Background: an optimization exercise with open tools, aiming at small area. Do not read the settings as production practice. Function was checked by simulation only, so behaviour that the tests miss may differ from the original. Power and IR drop assume default switching activity.

==> flow/design.v (excerpt) <==
module Top_Module #(parameter CW = 16) (
    input Trigger_S1,
    input Trigger_S2,
    input Trigger_S3,
    input Trigger_S4,
    input Gbl_CLK,
    input RST_EX,
    input Dim_Load,
    input [31:0] DIM_MAX,
    output SR_OUT1,
    output SR_OUT2,
    output SR_OUT3,
    output SR_OUT4,
    output Flag_ERR,
    output Flag_CNT,
    output Flag_DIAG,
    output Flag_MED,
    output Result_Ready,
    output [1:0] Quadrent,
    output [31:0] P,
    output [31:0] Q,
    output [31:0] R
    );
Size in the first run: ~840 cells after synthesis, ~110 flip-flops, ~0.0064 mm^2 of cells after synthesis.
Settings: LEC_CHECK=0, ABC_AREA=1, CAP_MARGIN=20, CORE_MARGIN=2, CORE_UTILIZATION=40, CTS_BUF_LIST=sky130_fd_sc_hd__clkbuf_8, SLEW_MARGIN=20; clock period 10.0 ns.
standard.sh (not shown) runs the stock make flow with config.mk's settings and CLKGATE_MAP_FILE= SYNTH_SCRIPT=/design/flow/synth_recipe.tcl, a recipe that flattens the netlist after the stock synthesis.
==> flow/flow/run.sh <==
#!/bin/bash
set -euo pipefail
export BUFFER_PORTS_ARGS="-buffer_cell sky130_fd_sc_hd__buf_1"
bash standard.sh finish > make_finish.log 2>&1
The first run went through all stages and came out clean.
Change:
==> flow/flow/run.sh (replaced) <==
#!/bin/bash
# The standard layout with two changes to how the layout is made:
#  - synthesis maps the logic with an area-oriented ABC script (flow/abc_area.script,
#    used in place of ORFS's own abc_area.script; only the ABC step differs)
#  - the port buffers use the smallest buffer cell
# Each step's full output goes to a log file in this folder.
set -euo pipefail
HERE=$(pwd)
rm -rf "$HERE/scripts_local"
cp -r "$FLOW_HOME/scripts" "$HERE/scripts_local"
cp "$HERE/flow/abc_area.script" "$HERE/scripts_local/abc_area.script"
bash standard.sh SCRIPTS_DIR="$HERE/scripts_local" synth > "$HERE/make_synth.log" 2>&1
export BUFFER_PORTS_ARGS="-buffer_cell sky130_fd_sc_hd__buf_1"
bash standard.sh finish > "$HERE/make_finish.log" 2>&1
==> flow/flow/abc_area.script (new file) <==
strash
&get -n
&deepsyn -T 60
&put
dch -f
amap
topo
stime -c
buffer -c
upsize -c
dnsize -c
The changed run finished with timing, DRC and antenna clean; worst hold slack got worse by 0.0078 ns; clock power went down by 16%; total power went down by 9.4%; setup slack got worse by 0.59 ns; core utilization went up by 0.18 points; first-iteration DRC count went up by 54%.

Top_Module, a different RTL version from the one above (not shown whole).
For scale: roughly 590 cells after synthesis, about 110 flip-flops, roughly 150 I/O pins, ~5500 um^2 of cells after synthesis.
Design Top_Module, start of the top module:
module Top_Module #(parameter CW = 16) (
    input Trigger_S1,
    input Trigger_S2,
    input Trigger_S3,
    input Trigger_S4,
    input Gbl_CLK,
    input RST_EX,
    input Dim_Load,
    input [31:0] DIM_MAX,
    output SR_OUT1,
    output SR_OUT2,
    output SR_OUT3,
    output SR_OUT4,
    output Flag_ERR,
    output Flag_CNT,
    output Flag_DIAG,
    output Flag_MED,
    output Result_Ready,
    output [1:0] Quadrent,
    output [31:0] P,
    output [31:0] Q,
    output [31:0] R
    );
    reg [3:0] L, SR;
    wire [3:0] T = {Trigger_S1, Trigger_S2, Trigger_S3, Trigger_S4};
    always @(posedge Gbl_CLK) begin
        L  <= T | (L & {4{~RST_EX}});
        SR <= L;
    end
    assign {SR_OUT1, SR_OUT2, SR_OUT3, SR_OUT4} = SR;
    wire any_r = |SR;           
    wire all_r = &SR;           
    wire all_l = &L;
    wire [3:0] rise = T & ~L;
    reg rst_d;
    always @(posedge Gbl_CLK) rst_d <= RST_EX;
  ...
==> flow/config.mk <==
export PLATFORM = sky130hd
export DESIGN_NAME = Top_Module
export DESIGN_NICKNAME = Top_Module
export VERILOG_FILES = /design/flow/design.v
export SDC_FILE = /design/flow/constraint.sdc
export NUM_CORES = 4
export LEC_CHECK = 0
export ABC_AREA = 1
export CAP_MARGIN = 5
export CORE_MARGIN = 2
export CORE_UTILIZATION = 40
export CTS_BUF_LIST = sky130_fd_sc_hd__clkbuf_8
export GPL_ROUTABILITY_DRIVEN = 0
export GPL_TIMING_DRIVEN = 0
export SLEW_MARGIN = 5
==> flow/constraint.sdc <==
create_clock -name core_clock -period 10.0 [get_ports {Gbl_CLK}]
set_input_delay 2.0000 -clock core_clock [delete_from_list [all_inputs] [get_ports {Gbl_CLK}]]
set_output_delay 2.0000 -clock core_clock [all_outputs]
set_load 0.01 [all_outputs]
==> flow/flow/run.sh <==
#!/bin/bash
# The standard layout with three changes to how the layout is made:
#  - synthesis maps the logic with an area-oriented ABC script (flow/abc_area.script,
#    used in place of ORFS's own abc_area.script; only the ABC step differs)
#  - the port buffers use the smallest buffer cell
#  - clock tree synthesis uses clkbuf_8 buffers and inserts no dummy loads
# Each step's full output goes to a log file in this folder.
set -euo pipefail
HERE=$(pwd)
rm -rf "$HERE/scripts_local"
cp -r "$FLOW_HOME/scripts" "$HERE/scripts_local"
cp "$HERE/flow/abc_area.script" "$HERE/scripts_local/abc_area.script"
bash standard.sh SCRIPTS_DIR="$HERE/scripts_local" synth > "$HERE/make_synth.log" 2>&1
export BUFFER_PORTS_ARGS="-buffer_cell sky130_fd_sc_hd__buf_1"
export CTS_ARGS="-sink_clustering_enable -repair_clock_nets -buf_list sky130_fd_sc_hd__clkbuf_8 -dont_use_dummy_load"
bash standard.sh finish > "$HERE/make_finish.log" 2>&1
==> flow/flow/abc_area.script <==
strash
&get -n
&deepsyn -T 60
&put
dch -f
amap
topo
Then changed:
==> flow/flow/run.sh (replaced) <==
#!/bin/bash
# The standard layout with two changes to how the layout is made:
#  - synthesis maps the logic with an area-oriented ABC script (flow/abc_area.script,
#    used in place of ORFS's own abc_area.script; only the ABC step differs)
#  - the port buffers use the smallest buffer cell
# Each step's full output goes to a log file in this folder.
set -euo pipefail
HERE=$(pwd)
rm -rf "$HERE/scripts_local"
cp -r "$FLOW_HOME/scripts" "$HERE/scripts_local"
cp "$HERE/flow/abc_area.script" "$HERE/scripts_local/abc_area.script"
bash standard.sh SCRIPTS_DIR="$HERE/scripts_local" synth > "$HERE/make_synth.log" 2>&1
export BUFFER_PORTS_ARGS="-buffer_cell sky130_fd_sc_hd__buf_1"
export CTS_ARGS="-sink_clustering_enable -repair_clock_nets -buf_list sky130_fd_sc_hd__clkbuf_8 -sink_clustering_buffer sky130_fd_sc_hd__clkbuf_4 -sink_clustering_size 8 -dont_use_dummy_load"
bash standard.sh finish > "$HERE/make_finish.log" 2>&1
CAP_MARGIN = 20   (was 5)
GPL_ROUTABILITY_DRIVEN = default   (was 0)
GPL_TIMING_DRIVEN = default   (was 0)
SLEW_MARGIN = 20   (was 5)
The changed run went through all stages and came out clean.
Core utilization came out lower by 2.5 points.
Total power hardly moves.
Non-clock buffer count fell by 46.
Synthesized cell count is unchanged.
Cell area fell by 5.3%.
Worst setup slack gets better by 0.0043 ns.
Die area stays the same.
Then changed:
==> flow/flow/run.sh (replaced) <==
#!/bin/bash
# The standard layout with three changes to how the layout is made:
#  - synthesis maps the logic with an area-oriented ABC script (flow/abc_area.script,
#    used in place of ORFS's own abc_area.script; only the ABC step differs)
#  - the port buffers use the smallest buffer cell
#  - clock tree synthesis uses clkbuf_8 buffers and inserts no dummy loads
# Each step's full output goes to a log file in this folder.
set -euo pipefail
HERE=$(pwd)
rm -rf "$HERE/scripts_local"
cp -r "$FLOW_HOME/scripts" "$HERE/scripts_local"
cp "$HERE/flow/abc_area.script" "$HERE/scripts_local/abc_area.script"
bash standard.sh SCRIPTS_DIR="$HERE/scripts_local" synth > "$HERE/make_synth.log" 2>&1
export BUFFER_PORTS_ARGS="-buffer_cell sky130_fd_sc_hd__buf_1"
export CTS_ARGS="-sink_clustering_enable -repair_clock_nets -buf_list sky130_fd_sc_hd__clkbuf_8 -dont_use_dummy_load"
bash standard.sh finish > "$HERE/make_finish.log" 2>&1
CORE_UTILIZATION = 55   (was 40)
What happened:
- The changed run went through all stages and came out clean
- clock-buffer cell count stays the same
- power drops slightly
- critical path depth climbs by 1
- cell count drops by a few percent
- worst setup slack improves by 0.086 ns
- fmax climbs slightly
Then changed:
==> flow/flow/run.sh (replaced) <==
#!/bin/bash
# The standard layout with two changes to how the layout is made:
#  - synthesis maps the logic with an area-oriented ABC script (flow/abc_area.script,
#    used in place of ORFS's own abc_area.script; only the ABC step differs)
#  - the port buffers use the smallest buffer cell
# Each step's full output goes to a log file in this folder.
set -euo pipefail
HERE=$(pwd)
rm -rf "$HERE/scripts_local"
cp -r "$FLOW_HOME/scripts" "$HERE/scripts_local"
cp "$HERE/flow/abc_area.script" "$HERE/scripts_local/abc_area.script"
bash standard.sh SCRIPTS_DIR="$HERE/scripts_local" synth > "$HERE/make_synth.log" 2>&1
export BUFFER_PORTS_ARGS="-buffer_cell sky130_fd_sc_hd__buf_1"
bash standard.sh SKIP_REPAIR_TIE_FANOUT=1 finish > "$HERE/make_finish.log" 2>&1
CORE_UTILIZATION = 40   (was 55)
CTS_BUF_LIST = sky130_fd_sc_hd__clkbuf_4 sky130_fd_sc_hd__clkbuf_8   (was sky130_fd_sc_hd__clkbuf_8)
Worst setup slack hardly moves.
Power increases by 4.7%.
Hold slack improved by 0.016 ns.
Core utilization is lower by 17 points.
Final area is lower by 0.77%.
Non-clock buffer count increases by 4.
Die area is higher by 36%.
Sequential power is about the same.
First-iteration DRC count increases by 9.0%.
Area after synthesis stays the same.

-- static timing again, ports no longer ideal --
Ports are ideal in the flow. The routed layouts listed here were re-timed in OpenROAD.
Step 1 assumes that a clkbuf_16 drives the clock port and a buf_2 every other input.
Step 2 times the ports against the registers' clock, not the clock port: input delays grow and output delays shrink by t, the midpoint of the rising clock arrivals with the driver on.
Three values: ideal, step 1, step 2; two values: the first two.
run	t, ns	setup slack, ns	worst setup path after step 2
the first run of note 1	0.421	6.167 / 6.132 / 6.225	input to register
the second run of note 1	0.414	5.579 / 5.579 / 5.579	register to register
the first run of note 2	0.390	5.371 / 5.371 / 5.371	register to register
the second run of note 2	0.391	5.375 / 5.375 / 5.375	register to register
the third run of note 2	0.388	5.461 / 5.461 / 5.461	register to register
the fourth run of note 2	0.414	5.461 / 5.461 / 5.461	register to register
After both steps every run listed still meets setup and hold.
